This design comes from an exercise in tuning for small area on the open sky130 flow, not from production work. At most, simulation tests tie the RTL to the original design; equivalence was not proved. Only the layout flow was run in run 1; the RTL was not checked for function there. No activity file was given, so power comes from the tool's default toggle rates.

`flow/run.sh`:
```
#!/bin/bash
# synth_recipe.tcl (not shown) runs the flow's synth.tcl, then flattens the netlist and writes it again
# the make line also repeats each setting of config.mk as NAME=value (left out here)
make -C /OpenROAD-flow-scripts/flow DESIGN_CONFIG=/design/flow/config.mk WORK_HOME=/design/flow/orfs CLKGATE_MAP_FILE= SYNTH_SCRIPT=/design/flow/synth_recipe.tcl finish
```
`flow/config.mk`:
```
export PLATFORM = sky130hd
export DESIGN_NAME = tasks2do
export DESIGN_NICKNAME = tasks2do
export VERILOG_FILES = /design/flow/design.v
export SDC_FILE = /design/flow/constraint.sdc
export NUM_CORES = 4
export LEC_CHECK = 0
export CAP_MARGIN = 20
export CORE_MARGIN = 2
export CORE_UTILIZATION = 70
export CTS_BUF_LIST = sky130_fd_sc_hd__clkbuf_16
export CTS_CLUSTER_DIAMETER = 100
export CTS_CLUSTER_SIZE = 26
export SLEW_MARGIN = 20
```
`flow/constraint.sdc`:
```
create_clock -name core_clock -period 10.0 [get_ports {clk8}]
set_input_delay 2.0000 -clock core_clock [delete_from_list [all_inputs] [get_ports {clk8}]]
set_output_delay 2.0000 -clock core_clock [all_outputs]
set_load 0.01 [all_outputs]
```
`flow/design.v`:
```
module init_lites (
   input             clk8,
   input             reset8,
   input             frame_busy,
   input      [3:0]  cmd_inst,
   input      [27:0] cmd_data,
   input      [7:0]  sizeplus1,
   output reg        init_done,
   output     [25:0] init_data,
   output reg        init_go
);
   localparam INITINIT  = 3'd0;
   localparam STARTINIT = 3'd1;
   localparam LOOPINIT  = 3'd2;
   localparam INCINIT   = 3'd3;
   localparam DONEINIT  = 3'd4;
   localparam ENDINIT   = 3'd5;
   localparam STARTINC  = 3'd6;   
   reg [2:0] initsm;
   reg [5:0] addr;
   assign init_data = {addr, 20'd0};
   always @(posedge clk8) begin
      if (reset8) begin
         init_done <= 1'b0;
         init_go   <= 1'b0;
         initsm    <= INITINIT;
      end else begin
         case (initsm)
            INITINIT: begin
               init_done <= 1'b0;
               init_go   <= 1'b0;
               initsm    <= STARTINIT;
            end
            STARTINIT, STARTINC: begin
               init_go <= 1'b1;
               initsm  <= frame_busy ? LOOPINIT : STARTINIT;
            end
            LOOPINIT: begin
               init_go <= 1'b0;
               if (!frame_busy && addr == 6'd24)
                  initsm <= DONEINIT;
               else if (!frame_busy)
                  initsm <= INCINIT;
            end
            INCINIT:
               initsm <= STARTINC;
            DONEINIT: begin
               init_done <= 1'b1;
               initsm    <= ENDINIT;
            end
            ENDINIT: begin
               init_done <= 1'b0;
               init_go   <= 1'b0;
               if (cmd_inst == 4'h0)
                  initsm <= INITINIT;
            end
            default:
               initsm <= INITINIT;
         endcase
      end
   end
   always @(posedge clk8) begin
      if (initsm == INITINIT)
         addr <= 6'd0;
      else if (initsm == STARTINC)
         addr <= addr + 6'd1;
   end
endmodule
module pause (
   input             clk8,
   input             reset8,
   input             ce1,
   input      [3:0]  cmd_inst,
   input      [27:0] cmd_data,
   output reg        pause_done
);
   localparam INIT  = 2'd0;
   localparam DELAY = 2'd1;
   localparam START = 2'd2;
   localparam DONE  = 2'd3;
   reg [1:0]  pausesm;
   reg        cnt5en;
   reg        cnt5done;
   reg [8:0]  cnt5ms;
   reg [7:0]  cnt_main;
   reg        calc_randnum;
   reg [11:0] random;
   wire       feedback = ~(random[10] ^ random[9]);
   always @(posedge clk8) begin
      if (reset8) begin
         pause_done   <= 1'b0;
         cnt5en       <= 1'b0;
         calc_randnum <= 1'b0;
         pausesm      <= INIT;
      end else begin
         case (pausesm)
            INIT: begin
               pause_done <= 1'b0;
               if (cmd_inst == 4'h1) begin
                  pausesm <= DELAY;
                  if (cmd_data[27:20] == 8'h00)
                     calc_randnum <= 1'b1;
               end
            end
            DELAY: begin
               calc_randnum <= 1'b0;
               if (cnt_main == 8'h00)
                  pausesm <= DONE;  
               else if (!cnt5done)
                  cnt5en <= 1'b1;
               else begin
                  cnt5en  <= 1'b0;
                  pausesm <= START;
               end
            end
            START:
               pausesm  <= DELAY;  
            DONE: begin
               pause_done <= 1'b1;
               pausesm    <= INIT;
            end
         endcase
      end
   end
   always @(posedge clk8) begin
      if (pausesm == INIT)
         cnt_main <= (cmd_data[27:20] == 8'h00) ? {2'b00, random[5:0]} : cmd_data[27:20];
      else if (pausesm == START)
         cnt_main <= cnt_main - 8'd1;
   end
   always @(posedge clk8) begin
      if (reset8) begin
         cnt5ms   <= 9'd0;
         cnt5done <= 1'b0;
      end else begin
         cnt5done <= 1'b0;
         if (ce1 && cnt5en) begin
            if (cnt5ms == 9'h1FF) begin
               cnt5ms   <= 9'd0;
               cnt5done <= 1'b1;
            end else
               cnt5ms <= cnt5ms + 9'd1;
         end
      end
   end
   always @(posedge clk8) begin
      if (reset8)
         random <= 12'h563;  
      else if (calc_randnum)
         random <= {random[10:0], feedback};
   end
endmodule
module star_sw (
   input            clk8,
   input            ce1,
   input            reset8,
   input            psh_butt,
   output     [1:0] disp_addr,
   output           chng_disp
);
   localparam INIT   = 2'd0;
   localparam S_HI   = 2'd1;
   localparam S_CHNG = 2'd2;
   localparam S_LO   = 2'd3;
   reg [1:0]  mainsm;
   reg        cnt_en;
   reg [1:0]  addr;
   reg        done_cnt;
   reg [14:0] low_cnt;
   assign disp_addr = addr;
   assign chng_disp = (mainsm == S_LO) | (mainsm == INIT & cnt_en);
   always @(posedge clk8) begin
      if (reset8) begin
         cnt_en    <= 1'b0;
         addr      <= 2'b00;
         mainsm    <= INIT;
      end else begin
         case (mainsm)
            INIT: begin
               cnt_en    <= 1'b0;
               if (psh_butt)
                  mainsm <= S_HI;
            end
            S_HI: begin
               if (psh_butt)
                  mainsm <= S_CHNG;
               else
                  mainsm <= INIT;
            end
            S_CHNG: begin
               addr      <= addr + 2'd1;
               mainsm    <= S_LO;
            end
            S_LO: begin
               if (done_cnt)
                  mainsm <= INIT;
               cnt_en <= 1'b1;
            end
         endcase
      end
   end
   always @(posedge clk8) begin
      if (reset8) begin
         low_cnt  <= 15'd0;
         done_cnt <= 1'b0;
      end else begin
         if (cnt_en && !psh_butt) begin
            if (ce1)
               low_cnt <= low_cnt + 15'd1;
         end else
            low_cnt <= 15'd0;
         done_cnt <= low_cnt[14];
      end
   end
endmodule
module chase (
   input            clk8,
   input            reset8,
   input      [3:0] cmd_inst,
   input     [27:0] cmd_data,
   input            prog_busy,
   input            fading,
   output     [5:0] offset,
   output     [7:0] neo_size,
   output     [7:0] sizeplus1,
   output           chase_done
);
   localparam [7:0] TOTAL_LITES  = 8'd24;
   localparam [7:0] TOTAL_MINUS1 = 8'd23;
   localparam INIT  = 3'd0;
   localparam JUMP  = 3'd1;
   localparam START = 3'd2;
   localparam DONE  = 3'd3;
   localparam INITD = 3'd4;   
   reg [2:0] chasesm;
   reg       cnt_up;
   reg       cnt_clear;
   reg       pb_dly;          
   reg [7:0] count;
   reg [7:0] step;
   wire cnt_en = (chasesm == DONE);
   assign offset     = count[5:0];
   assign sizeplus1  = TOTAL_LITES;
   assign neo_size   = TOTAL_MINUS1;
   assign chase_done = (chasesm == INITD);
   always @(posedge clk8) begin
      if (reset8)
         chasesm   <= INIT;
      else begin
         case (chasesm)
            INIT, INITD: begin
               chasesm   <= (cmd_inst == 4'h5) ? JUMP : INIT;
            end
            JUMP:    chasesm <= START;
            START:   chasesm <= DONE;
            DONE:    chasesm <= INITD;
            default: chasesm <= INIT;
         endcase
      end
   end
   always @(posedge clk8) begin
      if (chasesm == INIT || chasesm == INITD) begin
         step      <= cmd_data[27:20];
         cnt_up    <= cmd_data[12];
         cnt_clear <= cmd_data[13];
      end
   end
   always @(posedge clk8)
      pb_dly <= prog_busy;
   wire [7:0] size = (step == 8'h00) ? 8'h01 : step;
   wire [7:0] leap = count + size;
   always @(posedge clk8) begin
      if (reset8 || prog_busy)
         count <= 8'h00;
      else if (cnt_en) begin
         if (cnt_clear || pb_dly)
            count <= 8'h00;
         else if (fading)
            count <= count;
         else if (cnt_up) begin
            if (leap > TOTAL_MINUS1)
               count <= leap - TOTAL_LITES;
            else
               count <= leap;
         end else begin
            if (count >= size)
               count <= count - size;
            else
               count <= TOTAL_LITES - leap;
         end
      end
   end
endmodule
module rainbow (
   input             clk8,
   input             reset8,
   input      [3:0]  cmd_inst,
   input      [27:0] cmd_data,
   input             prog_busy,
   output            rbow_en,
   output     [11:0] rbow_data,
   output            rbow_done
);
   localparam INIT  = 2'd0;
   localparam START = 2'd1;
   localparam DONE  = 2'd2;
   localparam INITD = 2'd3;   
   reg [1:0] rbowsm;
   reg       cnt_on;
   reg       main_en;
   reg [1:0] phase;
   reg [3:0] stp;
   wire cnt_en = (rbowsm == DONE);
   wire [3:0] up = stp;
   wire [3:0] dn = ~stp;
   wire [3:0] red_cnt = (phase == 2'd0) ? dn : (phase == 2'd2) ? up : 4'h0;
   wire [3:0] grn_cnt = (phase == 2'd0) ? up : (phase == 2'd1) ? dn : 4'h0;
   wire [3:0] blu_cnt = (phase == 2'd1) ? up : (phase == 2'd2) ? dn : 4'h0;
   assign rbow_en   = main_en;
   assign rbow_data = {blu_cnt, grn_cnt, red_cnt};
   assign rbow_done = (rbowsm == INITD);
   always @(posedge clk8) begin
      if (reset8) begin
         main_en   <= 1'b0;
         rbowsm    <= INIT;
      end else begin
         case (rbowsm)
            INIT, INITD: begin
               rbowsm <= (cmd_inst == 4'hB) ? START : INIT;
               if (prog_busy)
                  main_en <= 1'b0;
            end
            START: begin
               main_en <= cnt_on;
               rbowsm  <= DONE;
            end
            default:
               rbowsm <= INITD;
         endcase
      end
   end
   always @(posedge clk8) begin
      if (rbowsm == INIT || rbowsm == INITD)
         cnt_on <= cmd_data[12];
   end
   always @(posedge clk8) begin
      if (reset8 || !main_en || prog_busy) begin
         phase <= 2'd0;
         stp   <= 4'd0;
      end else if (cnt_en) begin
         if (stp == 4'd14) begin
            stp   <= 4'd0;
            phase <= (phase == 2'd2) ? 2'd0 : phase + 2'd1;
         end else
            stp <= stp + 4'd1;
      end
   end
endmodule
module fade (
   input             clk8,
   input             reset8,
   input      [3:0]  cmd_inst,
   input      [27:0] cmd_data,
   input             prog_busy,
   output reg        fading,
   output            fade_en,
   output     [7:0]  fade_data,
   output            fade_done
);
   localparam INIT  = 2'd0;
   localparam START = 2'd1;
   localparam DONE  = 2'd2;
   localparam INITD = 2'd3;   
   reg [1:0] fadesm;
   reg       cnt_on;
   reg       cnt_up;
   reg       cnt_updly;
   reg       main_en;
   reg [7:0] count;
   reg [1:0] cnt_by;
   reg [1:0] cnt_lolim;
   reg [1:0] cnt_uplim;
   reg [1:0] incr_c;      
   reg [1:0] min_c;       
   reg [1:0] up_c;        
   reg [1:0] maxup_c;     
   reg [1:0] lo_c;        
   reg [1:0] lel_c;       
   reg [1:0] lei_c;
   wire cnt_en = (fadesm == DONE);
   assign fade_done = (fadesm == INITD);
   assign fade_en   = main_en;
   assign fade_data = count;
   function [7:0] pow2;
      input [1:0] c;
      pow2 = 8'h01 << c;
   endfunction
   function [7:0] uplim_of;
      input [1:0] c;
      case (c)
         2'b00: uplim_of = 8'hC0;
         2'b01: uplim_of = 8'h80;
         2'b10: uplim_of = 8'h60;
         default: uplim_of = 8'h40;
      endcase
   endfunction
   function [7:0] lolim_of;
      input [1:0] c;
      case (c)
         2'b00: lolim_of = 8'h01;
         2'b01: lolim_of = 8'h04;
         2'b10: lolim_of = 8'h08;
         default: lolim_of = 8'h10;
      endcase
   endfunction
   wire [7:0] incr2    = pow2(incr_c);
   wire [7:0] cnt_min  = pow2(min_c);
   wire [7:0] cnt_max  = uplim_of(maxup_c) - cnt_min;
   wire [7:0] lolim    = lolim_of(lo_c);
   wire [7:0] loestlim = lolim_of(lel_c) - pow2(lei_c);
   always @(posedge clk8) begin
      if (reset8) begin
         main_en   <= 1'b0;
         fadesm    <= INIT;
      end else begin
         case (fadesm)
            INIT, INITD: begin
               fadesm    <= (cmd_inst == 4'h7) ? START : INIT;
               if (prog_busy)
                  main_en <= 1'b0;
            end
            START: begin
               main_en <= cnt_on;
               fadesm  <= DONE;
            end
            default:
               fadesm <= INITD;
         endcase
      end
   end
   always @(posedge clk8) begin
      if (fadesm == INIT || fadesm == INITD) begin
         cnt_on    <= cmd_data[12];
         cnt_by    <= cmd_data[21:20];
         cnt_uplim <= cmd_data[23:22];
         cnt_lolim <= cmd_data[25:24];
      end
   end
   always @(posedge clk8) begin
      if (reset8) begin
         count     <= 8'h00;
         cnt_up    <= 1'b1;
         cnt_updly <= 1'b1;
      end else begin
         cnt_updly <= cnt_up;
         if (!main_en || prog_busy || (incr_c != min_c)) begin
            count  <= 8'h00;
            cnt_up <= 1'b1;
         end else if (cnt_en) begin
            if (count >= cnt_max)
               cnt_up <= 1'b0;
            else if (count <= cnt_min || count <= lolim)
               cnt_up <= 1'b1;
            if (cnt_up)
               count <= count + incr2;
            else
               count <= count - incr2;
         end
      end
   end
   always @(posedge clk8) begin
      if (reset8)
         fading <= 1'b0;
      else
         fading <= !(!main_en || prog_busy || count == loestlim || (!cnt_updly && cnt_up));
   end
   always @(posedge clk8) begin
      if (reset8) begin
         up_c    <= 2'b00;
         incr_c  <= 2'b00;
         maxup_c <= 2'b00;
         min_c   <= 2'b00;
         lo_c    <= 2'b00;
      end else if (cnt_en) begin
         up_c    <= cnt_uplim;
         incr_c  <= cnt_by;
         maxup_c <= up_c;
         min_c   <= incr_c;
         lo_c    <= cnt_lolim;
      end
   end
   always @(posedge clk8) begin
      if (reset8) begin
         lel_c <= 2'b00;
         lei_c <= 2'b00;
      end else if (fade_done) begin
         lel_c <= lo_c;
         lei_c <= incr_c;
      end
   end
endmodule
module set_lites (
   input             clk8,
   input             reset8,
   input             frame_busy,
   input      [3:0]  cmd_inst,
   input      [27:0] cmd_data,
   input      [5:0]  offset,
   input      [7:0]  sizeplus1,
   input             fade_en,
   input      [7:0]  fade_data,
   input             fading,
   input             rbow_en,
   input      [11:0] rbow_data,
   output            set_done,
   output     [25:0] set_data,
   output reg        set_go
);
   localparam S_INIT    = 4'd0;
   localparam S_START   = 4'd1;
   localparam S_ADDRLIM = 4'd2;
   localparam S_NUM     = 4'd3;
   localparam S_DLY1    = 4'd4;
   localparam S_COLOR   = 4'd5;
   localparam S_DLY2    = 4'd6;
   localparam S_SEL     = 4'd7;
   localparam S_GO1     = 4'd8;   
   localparam S_GO      = 4'd9;
   localparam S_WAIT    = 4'd10;
   localparam S_END     = 4'd11;
   localparam P_INIT  = 2'd0;
   localparam P_WE    = 2'd1;
   localparam P_PAUSE = 2'd2;
   localparam P_MEM   = 2'd3;
   reg [3:0]  setsm;
   reg [6:0]  addrsum;
   reg [5:0]  rand_addr;
   reg [7:0]  briteness;
   reg [11:0] color_lat;
   reg        set_path;
   reg [11:0] color;
   reg        calc_randnum;
   reg        addr64;
   reg        col_done;
   reg        random_en;
   reg [11:0] random;
   reg [11:0] nx_color;
   wire       feedback = ~(random[10] ^ random[9]);
   reg [1:0]  palsm;
   reg [3:0]  pal_addr;
   reg [11:0] pal_color;
   reg        pal_done;
   reg [191:0] palette;
   wire go1 = (setsm == S_GO1);
   assign set_data[25:20] = addr64 ? rand_addr : addrsum[5:0];
   assign set_data[19:12] = fade_en ? fade_data : briteness;
   assign set_data[11:0]  = rbow_en ? rbow_data : (set_path ? color_lat : color);
   assign set_done = col_done | pal_done;
   always @(posedge clk8) begin
      if (reset8) begin
         col_done     <= 1'b0;
         set_go       <= 1'b0;
         calc_randnum <= 1'b0;
         setsm        <= S_INIT;
      end else begin
         case (setsm)
            S_INIT: begin
               col_done  <= 1'b0;
               set_go    <= 1'b0;
               if (cmd_inst == 4'h3 || cmd_inst == 4'h4)
                  setsm <= S_START;
            end
            S_START:
               setsm <= S_ADDRLIM;
            S_ADDRLIM: begin
               if (!set_path && (color_lat[0] || addr64))
                  setsm <= S_NUM;
               else if (!set_path)
                  setsm <= S_SEL;
               else
                  setsm <= S_GO;
            end
            S_NUM: begin
               calc_randnum <= random_en;
               setsm <= S_DLY1;
            end
            S_DLY1: begin
               calc_randnum <= 1'b0;
               setsm        <= S_COLOR;
            end
            S_COLOR: setsm <= S_DLY2;
            S_DLY2:  setsm <= S_SEL;
            S_SEL:   setsm <= S_GO1;
            S_GO1, S_GO: begin
               set_go <= 1'b1;
               setsm  <= frame_busy ? S_WAIT : S_GO;
            end
            S_WAIT: begin
               set_go <= 1'b0;
               if (!frame_busy)
                  setsm <= S_END;
            end
            S_END: begin
               col_done <= 1'b1;
               setsm    <= S_INIT;
            end
            default:
               setsm <= S_INIT;
         endcase
      end
   end
   always @(posedge clk8) begin
      if (setsm == S_INIT) begin
         addr64    <= cmd_data[26];
         briteness <= cmd_data[19:12];
         color_lat <= cmd_data[11:0];
         set_path  <= (cmd_inst == 4'h4);
      end
      if (setsm == S_INIT)
         addrsum <= {1'b0, cmd_data[25:20]};
      else if (setsm == S_START)
         addrsum <= addrsum + {1'b0, offset};
      else if (setsm == S_ADDRLIM && addrsum >= 7'd24)
         addrsum <= addrsum - 7'd24;
   end
   always @(posedge clk8) begin
      if (reset8)
         random_en <= 1'b1;
      else if (!fade_en)
         random_en <= 1'b1;
      else if (calc_randnum)
         random_en <= 1'b0;
      else
         random_en <= !fading;
   end
   always @(posedge clk8) begin
      if (reset8)
         random <= 12'h563;
      else if (calc_randnum)
         random <= {random[10:0], feedback};
   end
   always @(posedge clk8) begin
      if (setsm == S_COLOR)
         nx_color <= palette[random[3:0]*12 +: 12];
   end
   always @(posedge clk8) begin
      if (reset8)
         color <= 12'd0;
      else if (go1 && color_lat[0])
         color <= nx_color;
   end
   always @(posedge clk8) begin
      if (reset8)
         rand_addr <= 6'd0;
      else if (go1 && addr64) begin
         if (random[9:4] <= 6'd24)
            rand_addr <= random[9:4];
         else if (!random[6])
            rand_addr <= {3'b000, random[11:9]};
         else if (!random[5])
            rand_addr <= {3'b010, random[11:9]};
         else
            rand_addr <= {3'b001, random[11:9]};
      end
   end
   always @(posedge clk8) begin
      if (reset8) begin
         pal_done  <= 1'b0;
         palsm     <= P_INIT;
      end else begin
         case (palsm)
            P_INIT: begin
               pal_done  <= 1'b0;
               if (cmd_inst == 4'h9)
                  palsm <= P_WE;
            end
            P_WE:    palsm <= P_PAUSE;
            P_PAUSE: palsm <= P_MEM;
            P_MEM: begin
               pal_done <= 1'b1;
               palsm    <= P_INIT;
            end
         endcase
      end
   end
   always @(posedge clk8) begin
      if (palsm == P_INIT) begin
         pal_addr  <= cmd_data[23:20];
         pal_color <= cmd_data[11:0];
      end
   end
   localparam [191:0] PAL_INIT = {
      12'hF0C, 12'hF00, 12'h33F, 12'hCCC, 12'h0F0, 12'h0CF, 12'h03F, 12'h00F,
      12'hF0C, 12'hF00, 12'hCF0, 12'h3F0, 12'h0F0, 12'h0CF, 12'h03F, 12'h00F};
   genvar e;
   generate
      for (e = 0; e < 16; e = e + 1) begin : pal_entry
         wire        pal_ld = reset8 | (palsm == P_PAUSE && pal_addr == e);
         wire [11:0] pal_d  = reset8 ? PAL_INIT[e*12 +: 12] : pal_color;
         always @(posedge clk8)
            if (pal_ld)
               palette[e*12 +: 12] <= pal_d;
      end
   endgenerate
endmodule
module L2RnR2L(clk8,reset8,frame_busy,cmd_inst,cmd_data,neo_size,sizeplus1,
   l2r_data,l2r_done,l2r_go);
   input clk8;
   input reset8;
   input frame_busy;
   input [3:0] cmd_inst;
   input [27:0] cmd_data;
   input [7:0] neo_size;
   input [7:0] sizeplus1;
   output l2r_done;
   output [25:0] l2r_data;
   output l2r_go;
   localparam s_cmd   = 4'd0;   
   localparam s_start = 4'd1;
   localparam s_addr  = 4'd2;
   localparam s_lim   = 4'd3;
   localparam s_cmp   = 4'd4;
   localparam s_color = 4'd5;
   localparam s_go1   = 4'd6;   
   localparam s_go    = 4'd7;
   localparam s_busy1 = 4'd8;   
   localparam s_busy  = 4'd9;
   localparam s_done  = 4'd10;
   localparam s_cmd1  = 4'd11;  
   localparam i_init  = 3'd0;
   localparam i_start = 3'd1;
   localparam i_addr  = 3'd2;
   localparam i_loop  = 3'd3;
   localparam i_iter  = 3'd4;
   localparam i_next  = 3'd5;
   localparam i_pause = 3'd6;
   localparam c_init  = 3'd0;
   localparam c_num   = 3'd1;
   localparam c_color = 3'd2;
   localparam c_mix   = 3'd3;
   localparam c_wait1 = 3'd4;   
   localparam c_wait  = 3'd5;
   reg [3:0] mainsm;
   reg [2:0] num_lites;
   reg [7:0] brite;
   reg [4:0] address;
   reg [1:0] cmp;
   reg [2:0] iteraysm;
   reg       iteray_en;
   reg       iteray_done;
   reg [2:0] snap_lites;
   reg       snap_valid;
   reg [4:0] iteray;
   reg       iteray_up;
   reg [2:0]  colorsm;
   reg [11:0] random;
   reg [2:0]  col_code;
   reg [2:0] d_code;
   wire calc_lim  = (mainsm == s_cmp);
   wire sel_color = (mainsm == s_go1);
   wire calc_addr = (mainsm == s_cmd1);
   assign l2r_go   = (mainsm == s_go) | (mainsm == s_busy1);
   assign l2r_done = calc_addr;
   wire feedback = random[10] ~^ random[9];
   wire [4:0] inner_rite_lite = 5'd24 - {2'b00, snap_lites};
   wire [4:0] inner_rite_lim  = snap_valid ? (5'd23 - {2'b00, snap_lites}) : 5'd0;
   always @(posedge clk8) begin
      if (reset8)
         mainsm <= s_cmd;
      else
         case (mainsm)
            s_cmd, s_cmd1:
               mainsm <= (cmd_inst == 4'h6) ? s_start : s_cmd;
            s_start: mainsm <= s_addr;
            s_addr:  mainsm <= s_lim;
            s_lim:   mainsm <= s_cmp;
            s_cmp:   mainsm <= s_color;
            s_color: mainsm <= s_go1;
            s_go1, s_go:
               mainsm <= frame_busy ? s_busy1 : s_go;
            s_busy1, s_busy:
               mainsm <= frame_busy ? s_busy : s_done;
            s_done:  mainsm <= s_cmd1;
            default: mainsm <= s_cmd;
         endcase
   end
   always @(posedge clk8) begin
      if (mainsm == s_cmd || mainsm == s_cmd1) begin
         num_lites <= cmd_data[22:20];
         brite     <= cmd_data[19:12];
      end
   end
   always @(posedge clk8) begin
      if (reset8)
         address <= 5'b00000;
      else if (calc_addr)
         address <= (address == 5'd23) ? 5'b00000 : address + 1'b1;
   end
   wire [4:0] left_addr_hi = {2'b00, num_lites} + iteray;
   wire [4:0] rite_addr_lo = inner_rite_lim - iteray;
   wire [4:0] rite_addr_hi = 5'd23 - iteray;
   always @(posedge clk8) begin
      if (calc_lim)
         cmp <= {(address >= iteray) & (address <= left_addr_hi),
                 (address >= rite_addr_lo) & (address <= rite_addr_hi)};
   end
   always @(posedge clk8) begin
      if (reset8) begin
         snap_valid  <= 1'b0;
         iteray_en   <= 1'b0;
         iteray_done <= 1'b0;
         iteraysm    <= i_init;
      end else
         case (iteraysm)
            i_init: begin
               iteray_en   <= 1'b0;
               iteray_done <= 1'b0;
               if (sel_color)
                  iteraysm <= i_start;
            end
            i_start: begin
               snap_valid <= 1'b1;
               iteraysm   <= i_addr;
            end
            i_addr:
               if (address[4:3] == 2'b01)
                  iteraysm <= i_loop;
            i_loop:
               if (iteray_up == 1'b0 && iteray == 5'b00000)
                  iteraysm <= i_pause;
               else
                  iteraysm <= i_iter;
            i_iter: begin
               iteray_en <= 1'b1;
               iteraysm  <= i_next;
            end
            i_next: begin
               iteray_en <= 1'b0;
               if (address[4])
                  iteraysm <= i_addr;
            end
            i_pause: begin
               iteray_done <= 1'b1;
               if (address == 5'd23 && calc_addr)
                  iteraysm <= i_init;
            end
            default:
               iteraysm <= i_init;
         endcase
   end
   always @(posedge clk8) begin
      if (iteraysm == i_start)
         snap_lites <= num_lites;
   end
   always @(posedge clk8) begin
      if (reset8) begin
         iteray    <= 5'b00000;
         iteray_up <= 1'b1;
      end else begin
         if (iteray_en && iteray == inner_rite_lite)
            iteray_up <= 1'b0;
         else if (iteray_done)
            iteray_up <= 1'b1;
         if (iteray_en) begin
            if (iteray_up && iteray < inner_rite_lite)
               iteray <= iteray + 1'b1;
            else
               iteray <= iteray - 1'b1;
         end
      end
   end
   always @(posedge clk8) begin
      if (reset8)
         colorsm <= c_init;
      else
         case (colorsm)
            c_init:  if (address[4]) colorsm <= c_num;
            c_num:   colorsm <= c_color;
            c_color: colorsm <= c_mix;
            c_mix:   colorsm <= c_wait1;
            c_wait1, c_wait:
               colorsm <= address[4] ? c_wait : c_init;
            default: colorsm <= c_init;
         endcase
   end
   always @(posedge clk8) begin
      if (reset8)
         random <= 12'h563;
      else if (colorsm == c_color)
         random <= {random[10:0], feedback};
   end
   always @(posedge clk8) begin
      if (reset8)
         col_code <= 3'b000;
      else if (iteray_done)
         col_code <= {1'b1, random[11:10]};
   end
   always @(posedge clk8) begin
      if (sel_color)
         d_code <= col_code;
   end
   reg [11:0] d_color;
   always @(*) begin
      case (cmp)
         2'b01:  
            casez (d_code)
               3'b0??:  d_color = 12'h0F0;
               3'b100, 3'b101: d_color = 12'h00F;
               3'b110:  d_color = 12'h80F;
               default: d_color = 12'h0F0;
            endcase
         2'b10:  
            casez (d_code)
               3'b0??:  d_color = 12'h00F;
               3'b100:  d_color = 12'h080;
               3'b110:  d_color = 12'h08F;
               default: d_color = 12'h800;
            endcase
         2'b11:  
            casez (d_code)
               3'b0??:  d_color = 12'h0FF;
               3'b100:  d_color = 12'h08F;
               3'b101:  d_color = 12'h80F;
               3'b110:  d_color = 12'h88F;
               default: d_color = 12'h8F0;
            endcase
         default: d_color = 12'h000;
      endcase
   end
   wire [7:0] briter = brite + {1'b0, brite[7:1]};
   assign l2r_data = {1'b0, address, (cmp == 2'b11) ? briter : brite, d_color};
endmodule
module tasks2do (
   input             clk8,
   input             reset8,
   input             ce1,
   input      [3:0]  cmd_inst,
   input      [27:0] cmd_data,
   input             timeout_done,
   input             prog_busy,
   input             frame_busy,
   input             neo_busy,
   input             disp_sel_n,
   output reg        frame_start,
   output reg [25:0] frame_data,
   output reg        shared_done,
   output     [7:0]  neo_size,
   output     [1:0]  disp_addr,
   output            chng_disp
);
   wire        init_done, init_go;
   wire [25:0] init_data;
   wire        set_done, set_go;
   wire [25:0] set_data;
   wire [5:0]  offset;
   wire        chase_done;
   wire        pause_done;
   wire        l2r_done, l2r_go;
   wire [25:0] l2r_data;
   wire        fading, fade_en, fade_done;
   wire [7:0]  fade_data;
   wire        rbow_en, rbow_done;
   wire [11:0] rbow_data;
   wire [7:0]  neo_size_int;
   wire [7:0]  sizeplus1;
   reg         f_start_int;
   reg  [1:0]  latch_sel;    
   wire dual_busy = frame_busy | neo_busy;
   wire psh_butt  = ~disp_sel_n;
   assign neo_size = neo_size_int;
   init_lites init_0 (
      .clk8(clk8), .reset8(reset8), .frame_busy(dual_busy),
      .cmd_inst(cmd_inst), .cmd_data(cmd_data), .sizeplus1(sizeplus1),
      .init_done(init_done), .init_data(init_data), .init_go(init_go));
   set_lites set_lites_0 (
      .clk8(clk8), .reset8(reset8), .frame_busy(dual_busy),
      .cmd_inst(cmd_inst), .cmd_data(cmd_data), .offset(offset),
      .sizeplus1(sizeplus1), .fade_en(fade_en), .fade_data(fade_data),
      .fading(fading), .rbow_en(rbow_en), .rbow_data(rbow_data),
      .set_done(set_done), .set_data(set_data), .set_go(set_go));
   chase chase_0 (
      .clk8(clk8), .reset8(reset8), .cmd_inst(cmd_inst), .cmd_data(cmd_data),
      .prog_busy(prog_busy), .fading(fading), .offset(offset),
      .neo_size(neo_size_int), .sizeplus1(sizeplus1), .chase_done(chase_done));
   pause pause_0 (
      .clk8(clk8), .reset8(reset8), .ce1(ce1), .cmd_inst(cmd_inst),
      .cmd_data(cmd_data), .pause_done(pause_done));
   L2RnR2L l2r_0 (
      .clk8(clk8), .reset8(reset8), .frame_busy(dual_busy),
      .cmd_inst(cmd_inst), .cmd_data(cmd_data), .neo_size(neo_size_int),
      .sizeplus1(sizeplus1), .l2r_done(l2r_done), .l2r_data(l2r_data),
      .l2r_go(l2r_go));
   fade fade_0 (
      .clk8(clk8), .reset8(reset8), .cmd_inst(cmd_inst), .cmd_data(cmd_data),
      .prog_busy(prog_busy), .fading(fading), .fade_en(fade_en),
      .fade_data(fade_data), .fade_done(fade_done));
   rainbow rainbow_0 (
      .clk8(clk8), .reset8(reset8), .cmd_inst(cmd_inst), .cmd_data(cmd_data),
      .prog_busy(prog_busy), .rbow_en(rbow_en), .rbow_data(rbow_data),
      .rbow_done(rbow_done));
   star_sw neo_sw_0 (
      .clk8(clk8), .ce1(ce1), .reset8(reset8), .psh_butt(psh_butt),
      .disp_addr(disp_addr), .chng_disp(chng_disp));
   always @(posedge clk8) begin
      if (reset8) begin
         frame_start <= 1'b0;
         f_start_int <= 1'b0;
         shared_done <= 1'b0;
         latch_sel   <= 2'd0;
      end else begin
         frame_start <= f_start_int;
         if (init_go || set_go || l2r_go) begin
            f_start_int <= 1'b1;
            latch_sel   <= (init_go & ~set_go & ~l2r_go) ? 2'd1 :
                           (set_go & ~init_go & ~l2r_go) ? 2'd2 :
                           (l2r_go & ~init_go & ~set_go) ? 2'd3 : 2'd0;
         end else if (init_done || set_done || chase_done || pause_done ||
                      l2r_done || fade_done || timeout_done || rbow_done) begin
            shared_done <= 1'b1;
            latch_sel   <= 2'd0;
         end else begin
            f_start_int <= 1'b0;
            shared_done <= 1'b0;
         end
      end
   end
   always @(posedge clk8) begin
      if (reset8)
         frame_data <= 26'd0;
      else begin
         case (latch_sel)
            2'd1:    frame_data <= init_data;
            2'd2:    frame_data <= set_data;
            2'd3:    frame_data <= l2r_data;
            default: frame_data <= 26'd0;
         endcase
      end
   end
endmodule
```
==> impl_table.tex, run 1 <==
\begin{tabular}{lr}
\hline
Metric & Value \\
\hline
\multicolumn{2}{l}{\textbf{Outcome}} \\
\quad Status & complete, no violations \\
\multicolumn{2}{l}{\textbf{Power}} \\
\quad Leakage power total & roughly 9.5 nW \\
\quad Relative contribution of the clock network to total power & 25.2\% \\
\quad Power per cell area & about 160 nW/um\^{}2 \\
\quad Switching part of the total & 26.8\% \\
\quad Peak ir drop on the vdd network & 0.000241 V \\
\quad Switching power summed over all nets & 1.14 mW \\
\quad Register share of total power & 60.4\% \\
\quad Relative contribution of combinational cells to total power & 14.3\% \\
\quad Total design power & between 4 and 5 mW \\
\quad Int Power & 3.11 mW \\
\multicolumn{2}{l}{\textbf{Place}} \\
\quad Number of placed instances with taps included & approximately 2,600 \\
\quad Half-perimeter wire length after placement & 38,100 um \\
\quad RePlAce Congestion & 0.885 \\
\quad \# port buffers & 70 \\
\multicolumn{2}{l}{\textbf{Die}} \\
\quad Die W & between 150 and 200 um \\
\quad Core Area & 34,500 sq um \\
\quad Number of core rows & 68 \\
\quad I/O Pins & 79 \\
\quad Starting Density & 70.9\% \\
\quad Die footprint & 36,400 sq um \\
\quad Vertical extent of the die & 191 um \\
\multicolumn{2}{l}{\textbf{Hold path}} \\
\quad End of the worst hold path & l2r\_0.d\_code[2] \\
\quad Path class of the lowest-slack min-delay path & reg2reg \\
\quad Number of stages on the worst hold path & 0 \\
\quad Hold path start & l2r\_0.col\_code[2] \\
\multicolumn{2}{l}{\textbf{Worst setup path}} \\
\quad Kind of critical path & reg2out \\
\quad Crit path required time & 8.00 ns \\
\quad Capturing element type of the critical path & primary output \\
\quad Startpoint kind of the worst setup timing path & flip-flop \\
\quad Data arrival time at the worst-slack endpoint & around 2 ns \\
\quad Ordered cell list for the critical path & inv\_1 -> ha\_1 -> a21o\_1 -> clkdlybuf4s50\_1 \\
\quad Max stage delay cell, worst path & clkdlybuf4s50\_1 \\
\quad CP max stage delay & 0.48 ns \\
\quad Worst reg-to-reg setup slack & between 6 and 7 ns \\
\quad R2r endpoint & chase\_0.count[5] \\
\quad Worst reg2reg startpoint & chase\_0.step[1] \\
\quad Path depth of the worst reg2reg path & 14 \\
\quad Maximum fanout along the worst path & 6 \\
\multicolumn{2}{l}{\textbf{Clock tree}} \\
\quad Number of buffers created by CTS & 23 \\
\quad Number of gates given a new drive strength after cts & 0 \\
\quad TritonCTS clock tree & yes \\
\quad H-tree Lvls & 1 \\
\quad Clk sink count & 512 \\
\quad Later-pin clock latency in the skew report & about 0.56 ns \\
\quad Clk root buf & clkbuf\_16 \\
\quad CTS Buffer Depth & 3 \\
\quad Worst-path clk slew & 0.10 ns \\
\quad Count of hold buffers inserted by post-cts repair & 0 \\
\quad Post-CTS Setup Inserts & 0 \\
\multicolumn{2}{l}{\textbf{Synth}} \\
\quad EDFF count, synth & 293 \\
\quad Share of synthesized registers carrying an async set or reset & 0\% \\
\quad Prevailing post-synth register cell & edfxtp\_1 \\
\quad Total of warnings raised by yosys & 9 \\
\quad \#FFs+latches synth & 512 \\
\quad Post-synthesis cell count & 2,137 \\
\quad Mean cell area of the mapped netlist & between 10 and 15 sq um \\
\quad Count of different cell masters after synthesis & 83 \\
\quad Sequential cell area fraction in the yosys report & 54.0\% \\
\quad Syn Std Cell Area & 24,400 sq um \\
\multicolumn{2}{l}{\textbf{Detailed routing}} \\
\quad 1st-pass router iterations & 7 \\
\quad Iteration-0 DRC count of the detailed router & 1,487 \\
\quad DRT Wirelength & 54,700 um \\
\quad Number of antenna-violating nets in the routed design & 0 \\
\quad Wire length per cell after detailed routing & 20.9 um \\
\quad Residual DRC count & 0 \\
\quad Via count & 16,343 \\
\quad Vias per std cell & between 6 and 7 \\
\multicolumn{2}{l}{\textbf{GRT}} \\
\quad Number of antenna violations at the first check in global routing & 2 \\
\quad Number of global-route vias before repair & 15,737 \\
\quad Wire length of the first global-routing pass & 85,900 um \\
\quad Aggregate global routing overflow & 0 \\
\quad Largest net degree at the start of global routing & between 80 and 90 \\
\quad GRT Util Overall & 30.4\% \\
\multicolumn{2}{l}{\textbf{Final layout}} \\
\quad Fraction of final layout cells with drive strength greater than 1 & 8.61\% \\
\quad Total of fill cells in the finished design & 2,280 \\
\quad Count of non-filler cells in the finished layout & 2,616 \\
\quad Area taken by flip-flops and latches & about 13,000 sq um \\
\quad Total Nets Final & 2,313 \\
\quad Area used by multi-input combinational logic & 10,500 sq um \\
\quad Post-synthesis to final-layout area growth & 6.88\% \\
\multicolumn{2}{l}{\textbf{STA}} \\
\quad Final Max Tran Viols & 0 \\
\quad Endpoints failing hold & 0 \\
\quad Max frequency & about 0.25 GHz \\
\quad Period utilization & 40.0\% \\
\quad Clock skew & 0.0143 ns \\
\quad Time the final worst path needs with I/O delays and setup & 4.00 ns \\
\quad Least-Margin Pin Slew & 1.13 ns \\
\quad Hold slack & between 0.4 and 0.5 ns \\
\quad Final setup viols & 0 \\
\quad Final total negative setup slack & 0 ns \\
\quad Setup repair after global routing missed its margin & false \\
\quad Worst-case headroom to the max-slew limit & roughly 25\% \\
\multicolumn{2}{l}{\textbf{Job}} \\
\quad Number of violations of the max-capacitance limit & 0 \\
\hline
\end{tabular}
[flip-flops by register name, indices dropped and copies added, names as in the netlist, 6 cells and up, named ones only]
register,count
set_lites_0.palette,192
frame_data,26
neo_sw_0.low_cnt,15
l2r_0.random,12
set_lites_0.color,12
set_lites_0.color_lat,12
set_lites_0.nx_color,12
set_lites_0.pal_color,12
set_lites_0.random,12
pause_0.random,11
pause_0.cnt5ms,9
chase_0.count,8
chase_0.step,8
fade_0.count,8
l2r_0.brite,8
pause_0.cnt_main,8
set_lites_0.briteness,8
set_lites_0.addrsum,7
init_0.addr,6
set_lites_0.rand_addr,6
[per-layer routing]
metal	GRT usage, %	part of all wire [%]	up-vias	routed length [um]
met5	0	0.024	-	13
li1	-	-	7709	-
met2	50.2	48	637	26100
met3	4.05	6.9	97	3770
met4	9.69	3.2	2	1730
met1	42.2	42	7898	23000
[layout by cell type, fill, tap and decap left out, types with 39 or more instances in the layout]
| master | synthesis | layout |
|---|---|---|
| edfxtp_1 | 293 | 293 |
| dfxtp_1 | 219 | 217 |
| nor2_1 | 207 | 206 |
| nand2_1 | 167 | 167 |
| a21oi_1 | 145 | 145 |
| ha_1 | 121 | 121 |
| inv_1 | 81 | 96 |
| mux2i_1 | 87 | 87 |
| clkdlybuf4s50_1 | 0 | 69 |
| nor2b_1 | 66 | 66 |
| mux4_2 | 60 | 60 |
| o21ai_0 | 65 | 59 |
| xnor2_1 | 52 | 52 |
| nand3_1 | 39 | 39 |
[metrics by stage]
stage               worst slack [ns]  cell area, sq um  util, %
global route                    5.89             26100     75.8
detailed placement              5.65             25400     73.8
global placement                5.62             25400     73.8
floorplan                       6.47             24500        -
finish                          6.00             26100     75.8
CTS                             5.98             26100     75.8
[synth_stat cells, types with 7 or more instances]
| library cell | n | area share (%) |
|---|---|---|
| a211oi_1 | 20 | 0.61 |
| nand3_1 | 39 | 0.80 |
| nor2_1 | 207 | 3.2 |
| xor2_1 | 35 | 1.3 |
| o211ai_1 | 9 | 0.28 |
| mux4_2 | 60 | 5.5 |
| nand4_1 | 15 | 0.38 |
| a21oi_1 | 145 | 3.0 |
| buf_4 | 9 | 0.28 |
| and3_1 | 11 | 0.28 |
| a21o_1 | 17 | 0.52 |
| buf_2 | 10 | 0.20 |
| nand2_1 | 167 | 2.6 |
| o31ai_1 | 10 | 0.31 |
| xnor2_1 | 52 | 1.9 |
| dfxtp_1 | 219 | 18 |
| o221ai_1 | 7 | 0.25 |
| mux2i_1 | 87 | 3.6 |
| and2_1 | 7 | 0.18 |
| or3_1 | 14 | 0.36 |
| o21ai_0 | 65 | 1.3 |
| a31oi_1 | 13 | 0.33 |
| nor3_1 | 37 | 0.76 |
| clkbuf_1 | 78 | 1.2 |
| nor2b_1 | 66 | 1.7 |
| inv_1 | 81 | 1.2 |
| fa_1 | 8 | 0.66 |
| or2_2 | 37 | 0.95 |
| o21a_1 | 11 | 0.34 |
| nor3b_1 | 9 | 0.28 |
| a211o_1 | 8 | 0.29 |
| nor4_1 | 7 | 0.18 |
| buf_1 | 17 | 0.26 |
| o22ai_1 | 9 | 0.23 |
| nand2b_1 | 33 | 0.84 |
| ha_1 | 121 | 6.2 |
| mux2_2 | 7 | 0.32 |
| nand3b_1 | 7 | 0.22 |
| edfxtp_1 | 293 | 36 |
[power groups by stage]
stage,sequential (mW),clock (mW),combinational (mW)
floorplan,2.51,0,0.483
global placement,2.60,0,0.584
detailed placement,2.61,0,0.599
CTS,2.57,1.08,0.606
global route,2.59,1.15,0.667
finish,2.57,1.07,0.609
[critical path: cells and delay by family (launching register included)]
kind | cells | cell delay (ns)
fa+ha+maj | 1 | 0.22
flops | 1 | 0.44
buf+inv | 2 | 0.59
compound gates | 1 | 0.17
[area by class of cell]
| class | instances | share of cell area (%) |
|---|---|---|
| tap | 455 | 2.18 |
| antenna | 1 | 0.00958 |
| sequential | 512 | 50.5 |
| clock inverter | 18 | 0.350 |
| clock buffer | 23 | 2.20 |
| timing repair buffer | 91 | 3.29 |
| multi-input combinational | 1433 | 40.3 |
| inverter | 83 | 1.19 |
[cell families (layout without fill, tap and decap cells)]
kind of cell	Yosys count	count (layout)	synth area share, %
and+or+nand+nor	675	675	13.3
AOI/OAI and AO/OA	379	379	9.98
muxes	154	154	9.42
other	2	9	0.0307
DFF	512	512	54.0
buffers and inverters	198	215	3.26
adders and majority gates	129	129	6.85
xor gates and xnor gates	88	88	3.19
[worst max path at each step]
stage                  startpoint                       end  slack (ns)
6_report       neo_sw_0.mainsm[0]                 chng_disp        6.00
4_1_cts        neo_sw_0.mainsm[0]                 chng_disp        5.98
3_3_place_gp               reset8  set_lites_0.palette[173]        5.62
2_1_floorplan              reset8  set_lites_0.palette[120]        6.47
3_5_place_dp               reset8  set_lites_0.palette[173]        5.65
5_1_grt        neo_sw_0.mainsm[0]                 chng_disp        5.89
==> run 2, diff against run 1 <==
--- a/flow/design.v
+++ b/flow/design.v
@@ -270,4 +270,6 @@
    wire [7:0] size = (step == 8'h00) ? 8'h01 : step;
    wire [7:0] leap = count + size;
+   wire [7:0] lm24 = leap - TOTAL_LITES;                   
+   wire [8:0] diff = {1'b0, count} - {1'b0, size};         
    always @(posedge clk8) begin
       if (reset8 || prog_busy)
@@ -278,15 +280,8 @@
          else if (fading)
             count <= count;
-         else if (cnt_up) begin
-            if (leap > TOTAL_MINUS1)
-               count <= leap - TOTAL_LITES;
-            else
-               count <= leap;
-         end else begin
-            if (count >= size)
-               count <= count - size;
-            else
-               count <= TOTAL_LITES - leap;
-         end
+         else if (cnt_up)
+            count <= (leap > TOTAL_MINUS1) ? lm24 : leap;
+         else
+            count <= diff[8] ? 8'h00 - lm24 : diff[7:0];    
       end
    end
@@ -387,5 +382,4 @@
    reg [1:0] lo_c;        
    reg [1:0] lel_c;       
-   reg [1:0] lei_c;
    wire cnt_en = (fadesm == DONE);
    assign fade_done = (fadesm == INITD);
@@ -418,5 +412,5 @@
    wire [7:0] cnt_max  = uplim_of(maxup_c) - cnt_min;
    wire [7:0] lolim    = lolim_of(lo_c);
-   wire [7:0] loestlim = lolim_of(lel_c) - pow2(lei_c);
+   wire [7:0] loestlim = lolim_of(lel_c) - (fade_done ? cnt_min : incr2);
    always @(posedge clk8) begin
       if (reset8) begin
@@ -491,11 +485,8 @@
    end
    always @(posedge clk8) begin
-      if (reset8) begin
+      if (reset8)
          lel_c <= 2'b00;
-         lei_c <= 2'b00;
-      end else if (fade_done) begin
+      else if (fade_done)
          lel_c <= lo_c;
-         lei_c <= incr_c;
-      end
    end
 endmodule
@@ -735,10 +726,4 @@
    localparam i_next  = 3'd5;
    localparam i_pause = 3'd6;
-   localparam c_init  = 3'd0;
-   localparam c_num   = 3'd1;
-   localparam c_color = 3'd2;
-   localparam c_mix   = 3'd3;
-   localparam c_wait1 = 3'd4;   
-   localparam c_wait  = 3'd5;
    reg [3:0] mainsm;
    reg [2:0] num_lites;
@@ -753,5 +738,4 @@
    reg [4:0] iteray;
    reg       iteray_up;
-   reg [2:0]  colorsm;
    reg [11:0] random;
    reg [2:0]  col_code;
@@ -872,20 +856,6 @@
    always @(posedge clk8) begin
       if (reset8)
-         colorsm <= c_init;
-      else
-         case (colorsm)
-            c_init:  if (address[4]) colorsm <= c_num;
-            c_num:   colorsm <= c_color;
-            c_color: colorsm <= c_mix;
-            c_mix:   colorsm <= c_wait1;
-            c_wait1, c_wait:
-               colorsm <= address[4] ? c_wait : c_init;
-            default: colorsm <= c_init;
-         endcase
-   end
-   always @(posedge clk8) begin
-      if (reset8)
          random <= 12'h563;
-      else if (colorsm == c_color)
+      else if (calc_addr && address == 5'd15)
          random <= {random[10:0], feedback};
    end
--- a/flow/config.mk
+++ b/flow/config.mk
@@ -11,4 +11,4 @@
 export CTS_BUF_LIST = sky130_fd_sc_hd__clkbuf_16
 export CTS_CLUSTER_DIAMETER = 100
-export CTS_CLUSTER_SIZE = 26
+export CTS_CLUSTER_SIZE = 28
 export SLEW_MARGIN = 20
==> run 2 against run 1 <==
Net effect:
- maximum frequency is 0.20% higher
- non-clock buffer count down 6
- register-to-register slack got worse by 0.11 ns
- synthesized cell count down 0.89%
- clock power about the same
- total power rose by 2.0%
- combinational power is 13% higher
- via count down 1.4%
- largest power group unchanged
- highest routed layer is now met4
==> impl_table.tex, run 2 <==
\begin{tabular}{lr}
\hline
Metric & Value \\
\hline
\multicolumn{2}{l}{\textbf{Power}} \\
\quad Register share of total power & 60.0\% (-0.4 points) \\
\quad Int Power & 3.14 mW (+0.71\%) \\
\quad Switching power summed over all nets & 1.20 mW (+5.7\%) \\
\quad Switching part of the total & 27.7\% (+0.96 points) \\
\quad Power per cell area & 167 nW/um\^{}2 (+2.8\%) \\
\quad Leakage power total & 9.61 nW (+1.0\%) \\
\quad Relative contribution of combinational cells to total power & 15.9\% (+1.6 points) \\
\quad Relative contribution of the clock network to total power & 24.1\% (-1.1 points) \\
\quad Peak ir drop on the vdd network & 0.000199 V (-17\%) \\
\multicolumn{2}{l}{\textbf{Detailed routing}} \\
\quad Iteration-0 DRC count of the detailed router & 1,437 (-3.4\%) \\
\quad Residual DRC count & 0 (unchanged) \\
\quad Number of antenna-violating nets in the routed design & 0 (unchanged) \\
\quad Wire length per cell after detailed routing & 21.2 um (+1.3\%) \\
\quad 1st-pass router iterations & 5 (-2) \\
\quad Vias per std cell & 6.23 (-0.32\%) \\
\quad Via count & 16,116 (-1.4\%) \\
\quad DRT Wirelength & 54,800 um (+0.24\%) \\
\multicolumn{2}{l}{\textbf{Synth}} \\
\quad Prevailing post-synth register cell & edfxtp\_1 \\
\quad Most instantiated cells after synthesis & edfxtp\_1 (293), nor2\_1 (230), dfxtp\_1 (214) \\
\quad EDFF count, synth & 293 (unchanged) \\
\quad Share of synthesized registers carrying an async set or reset & 0\% (unchanged) \\
\quad Total of warnings raised by yosys & 9 (unchanged) \\
\quad Cell types with the largest area share after synthesis & edfxtp\_1 (36\%), dfxtp\_1 (18\%), ha\_1 (6.3\%), mux4\_2 (5.6\%), mux2i\_1 (4.0\%) \\
\quad \#FFs+latches synth & 507 (-0.98\%) \\
\quad Count of different cell masters after synthesis & 78 (-6.0\%) \\
\quad Syn Std Cell Area & 24,300 sq um (-0.63\%) \\
\quad Most frequent cell after synthesis & edfxtp\_1 \\
\quad Share of the synthesized area in the top cell type & 36.2\% (+0.23 points) \\
\quad Mean cell area of the mapped netlist & 11.5 sq um (+0.26\%) \\
\quad Post-synthesis cell count & 2,118 (-0.89\%) \\
\quad Sequential cell area fraction in the yosys report & 53.9\% (-0.068 points) \\
\quad Yosys top cell by area & edfxtp\_1 \\
\multicolumn{2}{l}{\textbf{Worst setup path}} \\
\quad CP max stage delay & 0.47 ns (about the same) \\
\quad Capturing element type of the critical path & primary output \\
\quad Worst reg-to-reg setup slack & 6.14 ns (-0.11 ns) \\
\quad Startpoint kind of the worst setup timing path & flip-flop \\
\quad Worst reg2reg startpoint & chase\_0.step[3] \\
\quad Path depth of the worst reg2reg path & 14 (unchanged) \\
\quad Data arrival time at the worst-slack endpoint & 1.99 ns (about the same) \\
\quad R2r endpoint & chase\_0.count[4] \\
\quad Crit path required time & 8.00 ns (about the same) \\
\quad Maximum fanout along the worst path & 6 (unchanged) \\
\quad Ordered cell list for the critical path & inv\_1 -> ha\_1 -> a21o\_1 -> clkdlybuf4s50\_1 \\
\quad Setup crit start & neo\_sw\_0.mainsm[0] \\
\quad Kind of critical path & reg2out \\
\quad CP Capture Point & chng\_disp \\
\quad Max stage delay cell, worst path & clkdlybuf4s50\_1 \\
\multicolumn{2}{l}{\textbf{Clock tree}} \\
\quad Number of gates given a new drive strength after cts & 0 (unchanged) \\
\quad Later-pin clock latency in the skew report & 0.59 ns (+0.03 ns) \\
\quad TritonCTS clock tree & yes \\
\quad Clk root buf & clkbuf\_16 \\
\quad Post-CTS Setup Inserts & 0 (unchanged) \\
\quad Count of hold buffers inserted by post-cts repair & 0 (unchanged) \\
\quad CTS Buffer Depth & 3 (unchanged) \\
\quad Number of buffers created by CTS & 22 (-4.3\%) \\
\quad Worst-path clk slew & 0.10 ns (about the same) \\
\quad Clk sink count & 507 (-0.98\%) \\
\quad H-tree Lvls & 1 (unchanged) \\
\multicolumn{2}{l}{\textbf{STA}} \\
\quad Clock skew & 0.0295 ns (+0.0152 ns) \\
\quad Least-Margin Pin Slew & 1.02 ns (-0.113 ns) \\
\quad Setup repair after global routing missed its margin & false \\
\quad Time the final worst path needs with I/O delays and setup & 3.99 ns (-0.00781 ns) \\
\quad Max frequency & 0.251 GHz (+0.20\%) \\
\quad Final setup viols & 0 (unchanged) \\
\quad Minimum setup slack in the final design & 6.01 ns (+0.00781 ns) \\
\quad Final total negative setup slack & 0 ns (unchanged) \\
\quad Worst-case headroom to the max-slew limit & 32.1\% (+7.5 points) \\
\quad Period utilization & 39.9\% (-0.078 points) \\
\quad Endpoints failing hold & 0 (unchanged) \\
\quad Final Max Tran Viols & 0 (unchanged) \\
\multicolumn{2}{l}{\textbf{Hold path}} \\
\quad Path class of the lowest-slack min-delay path & reg2reg \\
\quad Hold path start & l2r\_0.random[8] \\
\multicolumn{2}{l}{\textbf{Die}} \\
\quad I/O Pins & 79 (unchanged) \\
\quad Number of core rows & 68 (unchanged) \\
\quad Core Area & 34,400 sq um (-0.25\%) \\
\quad Starting Density & 70.6\% (-0.28 points) \\
\quad Die W & 190 um (-0.31\%) \\
\quad Die footprint & 36,200 sq um (-0.62\%) \\
\quad Vertical extent of the die & 190 um (-0.31\%) \\
\multicolumn{2}{l}{\textbf{Final layout}} \\
\quad Fraction of final layout cells with drive strength greater than 1 & 7.97\% (-0.64 points) \\
\quad Most common cell after layout, fill and taps aside & edfxtp\_1 \\
\quad Post-synthesis to final-layout area growth & 6.79\% (about the same) \\
\quad Total Nets Final & 2,286 (-1.2\%) \\
\quad Commonest cells after routing, fill and taps aside & edfxtp\_1 (293), nor2\_1 (228), dfxtp\_1 (212), nand2\_1 (154), a21oi\_1 (130) \\
\quad Register with the most flip-flops & set\_lites\_0.palette \\
\quad Flip-flop count of the largest register after layout & 192 (unchanged) \\
\quad Largest regs & set\_lites\_0.palette x192, frame\_data x26, neo\_sw\_0.low\_cnt x15 \\
\multicolumn{2}{l}{\textbf{GRT}} \\
\quad GRT Util Overall & 30.4\% (-0.058 points) \\
\quad Aggregate global routing overflow & 0 (unchanged) \\
\quad Number of antenna violations at the first check in global routing & 0 (-2) \\
\quad Largest net degree at the start of global routing & 98 (+17\%) \\
\quad Number of global-route vias before repair & 15,298 (-2.8\%) \\
\quad Wire length of the first global-routing pass & 84,600 um (-1.5\%) \\
\multicolumn{2}{l}{\textbf{Place}} \\
\quad \# port buffers & 70 (unchanged) \\
\quad Worst setup timing slack at the placement stage & 5.61 ns (-0.0330 ns) \\
\quad RePlAce Congestion & 0.861 (-2.7\%) \\
\quad Half-perimeter wire length after placement & 38,800 um (+1.8\%) \\
\multicolumn{2}{l}{\textbf{Outcome}} \\
\quad Status & complete, no violations \\
\multicolumn{2}{l}{\textbf{Job}} \\
\quad Number of violations of the max-capacitance limit & 0 (unchanged) \\
\hline
\end{tabular}
-- run 2: critical path, delay by kind of cell, from the launching register on --
kind                       cells  cell delay [ns]
AOI/OAI and AO/OA              1             0.17
adders and majority gates      1             0.22
DFF                            1             0.43
buffers and inverters          2             0.58
-- run 2: layout make-up --
| class | instances | area [sq um] |
|---|---|---|
| well taps | 455 | 569 |
| clock buffers | 22 | 551 |
| flip-flops and latches | 507 | 13100 |
| diodes | 1 | 2.50 |
| clock inverters | 18 | 120 |
| inverters | 72 | 270 |
| fillers | 2329 | 8450 |
| multi-input cells | 1428 | 10500 |
| repair buffers | 85 | 815 |
-- run 2: power groups by stage --
stage	logic, mW	registers, mW	clock network [mW]
after global placement	0.661	2.64	0
after global routing	0.752	2.62	1.13
final	0.690	2.60	1.04
after floorplan	0.558	2.53	0
after CTS	0.686	2.60	1.06
after detailed placement	0.680	2.65	0
-- run 2: worst min path at each step --
stage	to	depth (start not counted)
after floorplan	l2r_0.d_code[0]	0
after CTS	l2r_0.random[9]	2
after global placement	l2r_0.d_code[1]	0
after detailed placement	l2r_0.d_code[1]	0
after global routing	neo_sw_0.done_cnt	1
final	l2r_0.random[9]	2
-- run 2: cell families (layout without fill, tap and decap cells) --
kind of cell    Yosys count  in the layout  share of synthesized area (%)
compound gates          360            360                           9.32
xor+xnor                 95             95                           3.43
fa+ha+maj               130            130                           6.95
buf+inv                 189            197                           3.18
flops                   507            507                           53.9
mux                     164            164                           9.91
other cells               2              9                         0.0309
simple gates            671            671                           13.3
-- run 2: stage by stage --
| stage | hold WS [ns] | total power, mW | util (%) | area (sq um) | cells |
|---|---|---|---|---|---|
| finish | 0.438 | 4.34 | 75.4 | 25900 | 2588 |
| global placement | 0.422 | 3.30 | 73.4 | 25200 | 2545 |
| detailed placement | 0.424 | 3.33 | 73.4 | 25200 | 2547 |
| global route | 0.464 | 4.50 | 75.4 | 25900 | 2587 |
| CTS | 0.436 | 4.34 | 75.3 | 25900 | 2587 |
| floorplan | 0.408 | 3.08 | - | 24300 | 2124 |
-- run 2: layer usage --
layer / share of wire, % / track usage, % / up-vias
li1: - / - / 7602
met1: 42 / 42.9 / 7876
met2: 48 / 51.0 / 552
met3: 7.1 / 3.31 / 86
met4: 2.4 / 7.78 / 0
met5: 0 / 0 / -
==> run 3, diff against run 2 <==
==> flow/flow/run.sh (new file) <==
#!/bin/bash
# Layout: the standard flow (standard.sh), with two changes passed to
# ORFS through its own variables: the port buffers are buf_1 cells, and the
# clock tree uses clkbuf_16 cells on clusters of up to 28 flip-flops without
# dummy loads.  The whole output goes to standard.log here; ORFS keeps each
# step's log under orfs/logs.
set -euo pipefail
export BUFFER_PORTS_ARGS="-buffer_cell sky130_fd_sc_hd__buf_1"
export CTS_ARGS="-sink_clustering_enable -repair_clock_nets -sink_clustering_size 28 -sink_clustering_max_diameter 100 -buf_list sky130_fd_sc_hd__clkbuf_16 -dont_use_dummy_load"
bash standard.sh > standard.log 2>&1
==> flow/standard.sh (new file) <==
#!/bin/bash
# synth_recipe.tcl (not shown) runs the flow's synth.tcl, then flattens the netlist and writes it again
# the make line also repeats each setting of config.mk as NAME=value (left out here)
make -C /OpenROAD-flow-scripts/flow DESIGN_CONFIG=/design/flow/config.mk WORK_HOME=/design/flow/orfs CLKGATE_MAP_FILE= SYNTH_SCRIPT=/design/flow/synth_recipe.tcl "${@:-finish}"
--- a/flow/config.mk
+++ b/flow/config.mk
@@ -9,6 +9,3 @@
 export CORE_MARGIN = 2
 export CORE_UTILIZATION = 70
-export CTS_BUF_LIST = sky130_fd_sc_hd__clkbuf_16
-export CTS_CLUSTER_DIAMETER = 100
-export CTS_CLUSTER_SIZE = 28
 export SLEW_MARGIN = 20
removed: flow/run.sh
==> run 3 against run 2 <==
Net effect:
- utilization is 1.5 points lower
- combinational power shrank 3%
- via count rose by 0.30%
- highest routed layer unchanged
- worst hold slack improved by 0.0074 ns
- total power down 1.5%
- die area stayed put
- synthesized area unchanged
==> impl_table.tex, run 3 <==
\begin{tabular}{lr}
\hline
Metric & Value \\
\hline
\multicolumn{2}{l}{\textbf{Hold path}} \\
\quad Path class of the lowest-slack min-delay path & reg2reg \\
\quad Hold path start & l2r\_0.col\_code[0] \\
\multicolumn{2}{l}{\textbf{Detailed routing}} \\
\quad Via count & 16,164 (+0.30\%) \\
\quad Wire length per cell after detailed routing & 21.4 um (+1.2\%) \\
\quad 1st-pass router iterations & 5 (unchanged) \\
\quad DRT Wirelength & 55,100 um (+0.62\%) \\
\quad Number of antenna-violating nets in the routed design & 0 (unchanged) \\
\quad Iteration-0 DRC count of the detailed router & 1,371 (-4.6\%) \\
\quad Residual DRC count & 0 (unchanged) \\
\quad Vias per std cell & 6.28 (+0.84\%) \\
\multicolumn{2}{l}{\textbf{STA}} \\
\quad Final total negative setup slack & 0 ns (unchanged) \\
\quad Clock skew & 0.0336 ns (+0.00408 ns) \\
\quad Final Max Tran Viols & 0 (unchanged) \\
\quad Worst-case headroom to the max-slew limit & 30.3\% (-1.8 points) \\
\quad Max frequency & 0.269 GHz (+7.3\%) \\
\quad Period utilization & 37.2\% (-2.7 points) \\
\quad Setup repair after global routing missed its margin & false \\
\quad Least-Margin Pin Slew & 1.04 ns (+0.0276 ns) \\
\quad Final setup viols & 0 (unchanged) \\
\quad Endpoints failing hold & 0 (unchanged) \\
\quad Hold slack & 0.446 ns (+0.00739 ns) \\
\quad Time the final worst path needs with I/O delays and setup & 3.72 ns (-0.272 ns) \\
\multicolumn{2}{l}{\textbf{Clock tree}} \\
\quad Clk sink count & 507 (unchanged) \\
\quad Number of gates given a new drive strength after cts & 0 (unchanged) \\
\quad Number of buffers created by CTS & 22 (unchanged) \\
\quad TritonCTS clock tree & yes \\
\quad Post-CTS Setup Inserts & 0 (unchanged) \\
\quad Worst-path clk slew & 0.11 ns (about the same) \\
\quad Count of hold buffers inserted by post-cts repair & 0 (unchanged) \\
\quad Clk root buf & clkbuf\_16 \\
\quad H-tree Lvls & 1 (unchanged) \\
\quad Later-pin clock latency in the skew report & 0.55 ns (-0.04 ns) \\
\quad CTS Buffer Depth & 3 (unchanged) \\
\multicolumn{2}{l}{\textbf{Die}} \\
\quad Starting Density & 70.6\% (unchanged) \\
\quad I/O Pins & 79 (unchanged) \\
\quad Vertical extent of the die & 190 um (unchanged) \\
\quad Core Area & 34,400 sq um (unchanged) \\
\quad Die footprint & 36,200 sq um (unchanged) \\
\quad Number of core rows & 68 (unchanged) \\
\quad Die W & 190 um (unchanged) \\
\multicolumn{2}{l}{\textbf{Power}} \\
\quad Total design power & 4.27 mW (-1.5\%) \\
\quad Peak ir drop on the vdd network & 0.000153 V (-23\%) \\
\quad Power per cell area & 168 nW/um\^{}2 (+0.59\%) \\
\quad Leakage power total & 9.35 nW (-2.7\%) \\
\multicolumn{2}{l}{\textbf{Worst setup path}} \\
\quad Capturing element type of the critical path & flip-flop \\
\quad Setup crit start & chase\_0.step[3] \\
\quad Maximum fanout along the worst path & 5 (-1) \\
\quad Startpoint kind of the worst setup timing path & flip-flop \\
\quad Worst reg2reg startpoint & chase\_0.step[3] \\
\quad Crit path required time & 10.43 ns (+2.43 ns) \\
\quad Kind of critical path & reg2reg \\
\quad Data arrival time at the worst-slack endpoint & 4.15 ns (+2.16 ns) \\
\multicolumn{2}{l}{\textbf{Synth}} \\
\quad \#FFs+latches synth & 507 (unchanged) \\
\quad Post-synthesis cell count & 2,118 (unchanged) \\
\quad Share of synthesized registers carrying an async set or reset & 0\% (unchanged) \\
\quad EDFF count, synth & 293 (unchanged) \\
\quad Prevailing post-synth register cell & edfxtp\_1 \\
\quad Syn Std Cell Area & 24,300 sq um (unchanged) \\
\quad Share of the synthesized area in the top cell type & 36.2\% (unchanged) \\
\quad Most instantiated cells after synthesis & edfxtp\_1 (293), nor2\_1 (230), dfxtp\_1 (214) \\
\quad Mean cell area of the mapped netlist & 11.5 sq um (unchanged) \\
\quad Total of warnings raised by yosys & 9 (unchanged) \\
\quad Yosys top cell by area & edfxtp\_1 \\
\quad Sequential cell area fraction in the yosys report & 53.9\% (unchanged) \\
\quad Cell types with the largest area share after synthesis & edfxtp\_1 (36\%), dfxtp\_1 (18\%), ha\_1 (6.3\%), mux4\_2 (5.6\%), mux2i\_1 (4.0\%) \\
\quad Most frequent cell after synthesis & edfxtp\_1 \\
\quad Count of different cell masters after synthesis & 78 (unchanged) \\
\multicolumn{2}{l}{\textbf{Final layout}} \\
\quad Total Nets Final & 2,291 (+0.22\%) \\
\quad Post-synthesis to final-layout area growth & 4.60\% \\
\quad Most common cell after layout, fill and taps aside & edfxtp\_1 \\
\quad Count of non-filler cells in the finished layout & 2,574 (-0.54\%) \\
\quad Register with the most flip-flops & set\_lites\_0.palette \\
\quad Commonest cells after routing, fill and taps aside & edfxtp\_1 (293), nor2\_1 (228), dfxtp\_1 (212), nand2\_1 (154), a21oi\_1 (130) \\
\quad Diodes inserted & 0 (-1) \\
\quad Layout Utilization & 73.9\% (-1.5 points) \\
\quad Total of fill cells in the finished design & 2,367 (+1.6\%) \\
\quad Largest regs & set\_lites\_0.palette x192, frame\_data x26, neo\_sw\_0.low\_cnt x15 \\
\quad Fraction of final layout cells with drive strength greater than 1 & 8.02\% (+0.049 points) \\
\quad Flip-flop count of the largest register after layout & 192 (unchanged) \\
\multicolumn{2}{l}{\textbf{GRT}} \\
\quad Largest net degree at the start of global routing & 82 (-16\%) \\
\quad GRT Util Overall & 30.4\% (+0.059 points) \\
\quad Number of global-route vias before repair & 15,352 (+0.35\%) \\
\quad Wire length of the first global-routing pass & 84,800 um (+0.15\%) \\
\quad Aggregate global routing overflow & 0 (unchanged) \\
\quad Number of antenna violations at the first check in global routing & 0 (unchanged) \\
\multicolumn{2}{l}{\textbf{Outcome}} \\
\quad Status & complete, no violations \\
\multicolumn{2}{l}{\textbf{Place}} \\
\quad RePlAce Congestion & 0.927 (+7.7\%) \\
\quad \# port buffers & 70 (unchanged) \\
\quad Number of placed instances with taps included & 2,552 (+0.20\%) \\
\quad Half-perimeter wire length after placement & 37,700 um (-2.7\%) \\
\multicolumn{2}{l}{\textbf{Job}} \\
\quad Number of violations of the max-capacitance limit & 0 (unchanged) \\
\hline
\end{tabular}
## run 3: worst max-delay path, cell delays in order (launching register included)
cell and delay [ns]:
edfxtp_1 0.43, nor4_1 0.32, a41o_1 0.24, ha_1 0.19, fa_1 0.28, nand2b_1 0.08, a21oi_1 0.29, xor2_1 0.36
inv_1 0.13, ha_1 0.34, nor3_1 0.30, nor2_1 0.10, a211o_1 0.30, a21boi_0 0.17, a311oi_1 0.06
## run 3: report_power, final
group,switching (mW),internal [mW],total [mW]
clock network,0.604,0.397,1.00
registers,0.181,2.42,2.60
logic,0.385,0.287,0.672
## run 3: logic make-up after synthesis
group / share of synthesized area [%]
buffers and inverters: 3.18
other: 0.0309
adder cells (fa/ha/maj): 6.95
flip-flops: 53.9
AO/OA/AOI/OAI: 9.32
multiplexers: 9.91
AND/OR/NAND/NOR: 13.3
XOR/XNOR: 3.43
## run 3: metrics by stage
step	area (sq um)	setup WS (ns)
finish	25400	6.28
global route	25400	5.98
detailed placement	24800	5.93
floorplan	24300	6.49
CTS	25400	6.27
global placement	24800	6.01
## run 3: path summary, 6_finish.rpt
kind              slack (ns)          endpoint  cells past startpoint
setup / recovery        6.28  chase_0.count[4]                     14
hold / removal          0.45   l2r_0.d_code[0]                      0
setup reg to reg        6.28  chase_0.count[4]                     14
hold reg to reg         0.45   l2r_0.d_code[0]                      0
## run 3: final cells by class
cell class	instances	area [sq um]	share of cell area, %
clock buffer	22	551	2.17
timing repair buffer	90	417	1.64
tap	455	569	2.24
sequential	507	13100	51.5
inverter	72	270	1.06
multi-input combinational	1428	10500	41.3
## run 3: routing by layer
layer | vias up | wire (um) | GRT usage (%)
met5 | - | 0 | 0
met4 | 0 | 1550 | 9.09
met3 | 98 | 4110 | 3.26
met2 | 601 | 26100 | 50.1
met1 | 7855 | 23300 | 43.3
li1 | 7610 | - | -

==> separate check: timing with driven ports <==
The results above use ideal ports. As a check the final layouts listed here were re-extracted and re-timed, cells and wires unchanged. Step 1: set_driving_cell puts a clkbuf_16 on clk8 and a buf_2 on each other input, an assumption about the parent block. Step 2 times the ports against the registers' clock, not the clock port: input delays grow and output delays shrink by t, the midpoint of the rising clock arrivals with the driver on. Slacks: no drivers / after step 1 / after step 2; pairs: no drivers / after step 1.
run	t (ns)	slack for setup (ns)	worst setup path after step 2	clock arrival spread, ns	worst slew at a driven data input, ns
run 1	0.614	6.003 / 5.947 / 5.618	input to register	0.016 / 0.016	0.06
run 2	0.625	6.010 / 5.954 / 5.692	input to register	0.034 / 0.034	0.05
run 3	0.599	6.282 / 6.282 / 5.911	input to register	0.045 / 0.045	0.07
After both steps every run listed still meets setup and hold. For run 1, which loses most, drivers alone change the setup slack by -0.056 ns; drivers and shift together by -0.385 ns.
